Source: an optimization exercise on an open RTL-to-GDS flow (aim: small area, a short achievable clock period and few clock cycles). Production flows keep margins and buffers that such runs may drop. Function was checked by simulation only, so behaviour that the tests miss may differ from the original. The flow treats the clock pin as an ideal source. Dropping or thinning the clock tree relies on that and would not hold on a real chip. No activity file was given, so power comes from the tool's default toggle rates.

Setup of job 3590:
Design lcd_ctrl, start of the top module:
module lcd_ctrl(clk, reset, datain, cmd, cmd_valid, dataout, output_valid, busy);
export LEC_CHECK = 0
export ABC_AREA = 1
export ABC_CLOCK_PERIOD_IN_PS = 2000
export CAP_MARGIN = 20
export CORE_MARGIN = 2
export CORE_UTILIZATION = 40
export SETUP_SLACK_MARGIN = 3.6
export SLEW_MARGIN = 20
create_clock -name core_clock -period 5.5 [get_ports {clk}]
standard.sh (not shown) runs the stock make flow with config.mk's settings and CLKGATE_MAP_FILE= SYNTH_SCRIPT=/design/flow/synth_recipe.tcl, a recipe that flattens the netlist after the stock synthesis.
==> flow/flow/run.sh <==
#!/bin/bash
set -euo pipefail
export CTS_ARGS="-sink_clustering_enable -repair_clock_nets -dont_use_dummy_load -buf_list sky130_fd_sc_hd__clkbuf_8 -sink_clustering_size 13 -sink_clustering_max_diameter 200 -sink_buffer_max_cap_derate 0.12"
export BUFFER_PORTS_ARGS="-buffer_cell sky130_fd_sc_hd__buf_2"
export POST_CTS_TCL="$(pwd)/flow/post_cts.tcl"
bash standard.sh > standard.log 2>&1
Other scripts of this flow, unchanged in this note and not shown: flow/flow/post_cts.tcl
Job 3590 has completed all stages; timing, DRC and antenna checks passed.
Testbench counts of job 3590, summed over its fixed seeds: cycles 12,034.
Here is what was changed in the inputs of job 5484 compared with job 3590.
# job 3590
export LEC_CHECK = 0
export ABC_AREA = 1
export ABC_CLOCK_PERIOD_IN_PS = 2000
export CAP_MARGIN = 20
export CORE_MARGIN = 2
export CORE_UTILIZATION = 40
export SETUP_SLACK_MARGIN = 3.6
export SLEW_MARGIN = 20
create_clock -name core_clock -period 5.5 [get_ports {clk}]
# job 5484
export LEC_CHECK = 0
export ABC_AREA = 1
export ABC_CLOCK_PERIOD_IN_PS = 2000
export CAP_MARGIN = 20
export CORE_MARGIN = 2
export CORE_UTILIZATION = 50
export SETUP_SLACK_MARGIN = 3.55
export SLEW_MARGIN = 20
create_clock -name core_clock -period 5.5 [get_ports {clk}]
==> flow/flow/run.sh <==
#!/bin/bash
set -euo pipefail
export CTS_ARGS="-sink_clustering_enable -repair_clock_nets -dont_use_dummy_load -buf_list sky130_fd_sc_hd__clkbuf_8 -sink_clustering_size 16 -sink_clustering_max_diameter 200 -sink_buffer_max_cap_derate 0.12"
export BUFFER_PORTS_ARGS="-buffer_cell sky130_fd_sc_hd__buf_2"
export POST_CTS_TCL="$(pwd)/flow/post_cts.tcl"
bash standard.sh > standard.log 2>&1
==> results.txt <==
- Relative to job 3590, fraction of area in registers has increased by 1.4 points in job 5484.
- Summary of job 5484 over job 3590: proportion of power drawn by combinational gates +0.3 points; power -0.000090 W.
- Total vias in the final route on job 5484 is up relative to job 3590.
> inputs changed (job 5484 -> job 7930)
# job 5484
export LEC_CHECK = 0
export ABC_AREA = 1
export ABC_CLOCK_PERIOD_IN_PS = 2000
export CAP_MARGIN = 20
export CORE_MARGIN = 2
export CORE_UTILIZATION = 50
export SETUP_SLACK_MARGIN = 3.55
export SLEW_MARGIN = 20
create_clock -name core_clock -period 5.5 [get_ports {clk}]
# job 7930
export LEC_CHECK = 0
export ABC_CLOCK_PERIOD_IN_PS = 2000
export CAP_MARGIN = 20
export CORE_MARGIN = 2
export CORE_UTILIZATION = 40
export SETUP_SLACK_MARGIN = 3.6
export SLEW_MARGIN = 20
create_clock -name core_clock -period 5.5 [get_ports {clk}]
Notes after the runs:
- Job 7930 ended with every stage complete and zero timing, DRC or antenna violations.
- Job 7930 vs job 5484 on flip-flop and latch power: job 7930 is the higher one.
- Combinational fraction of design power, job 7930 and job 5484: higher on job 5484
- Net switching power figure sits lower in job 7930 than in job 5484.
- Summary of job 7930 over job 5484: placed instance count -141, global routing usage on met1 lower, summed area of non-filler cells in the final layout went up, worst hold path cell count held steady.
Input changes introduced in job 4878 (baseline for comparison: job 7930):
# job 7930
export LEC_CHECK = 0
export ABC_CLOCK_PERIOD_IN_PS = 2000
export CAP_MARGIN = 20
export CORE_MARGIN = 2
export CORE_UTILIZATION = 40
export SETUP_SLACK_MARGIN = 3.6
export SLEW_MARGIN = 20
create_clock -name core_clock -period 5.5 [get_ports {clk}]
# job 4878
export LEC_CHECK = 0
export ABC_AREA = 1
export ABC_CLOCK_PERIOD_IN_PS = 2000
export CAP_MARGIN = 20
export CORE_MARGIN = 2
export CORE_UTILIZATION = 50
export SETUP_SLACK_MARGIN = 3.6
export SLEW_MARGIN = 20
create_clock -name core_clock -period 5.5 [get_ports {clk}]
Notes after the runs:
- Job 4878: all stages complete, timing, DRC and antenna checks passed
- Job 7930 went all the way through the flow, and no timing, DRC or antenna check failed.
- Job 4878 vs job 7930: wire length of the first global-routing pass up by more than 10%
- NOTE HPWL reported at the end of detailed placement job 7930->job 4878 increased by more than 10%
- Any difference in area occupied by registers between job 4878 and job 7930 is small enough to ignore.
- Comparing job 7930 and job 4878, post-route minimum period is higher on job 7930.
- Share of the core filled with cells in the final layout on job 4878 is up relative to job 7930.
- Side by side, count of distinct cell types in the synthesized netlist turned out lower in job 4878 than in job 7930.

[what the ideal ports hide]
Ports are ideal in the flow. The routed layouts listed here were re-timed in OpenROAD.
Step 1 sets driving cells, clkbuf_16 on the clock port and buf_2 on the other inputs (assumed; they add their load-dependent delay and slew).
Step 2 also shifts input and output timing later by t, the mid clock arrival at the registers, as if the neighbouring blocks saw the same clock.
Slacks: ideal / step 1 / step 2; pairs: ideal / step 1.
| run | t (ns) | slack for setup (ns) | hold WS [ns] | slew at the worst register clock pin (ns) | worst slew at a driven data input, ns |
|---|---|---|---|---|---|
| job 3590 | 0.395 | 3.630 / 3.555 / 3.317 | 0.318 / 0.318 / 0.318 | 0.08 / 0.08 | 0.04 |
| job 5484 | 0.390 | 3.593 / 3.520 / 3.304 | 0.312 / 0.312 / 0.312 | 0.10 / 0.10 | 0.03 |
| job 7930 | 0.386 | 3.562 / 3.532 / 3.197 | 0.313 / 0.313 / 0.313 | 0.11 / 0.11 | 0.06 |
| job 4878 | 0.385 | 3.623 / 3.558 / 3.296 | 0.305 / 0.305 / 0.305 | 0.10 / 0.10 | 0.04 |
After both steps setup and hold are still met in every run listed. For job 7930, which loses most, drivers alone change the setup slack by -0.030 ns; drivers and shift together by -0.365 ns.
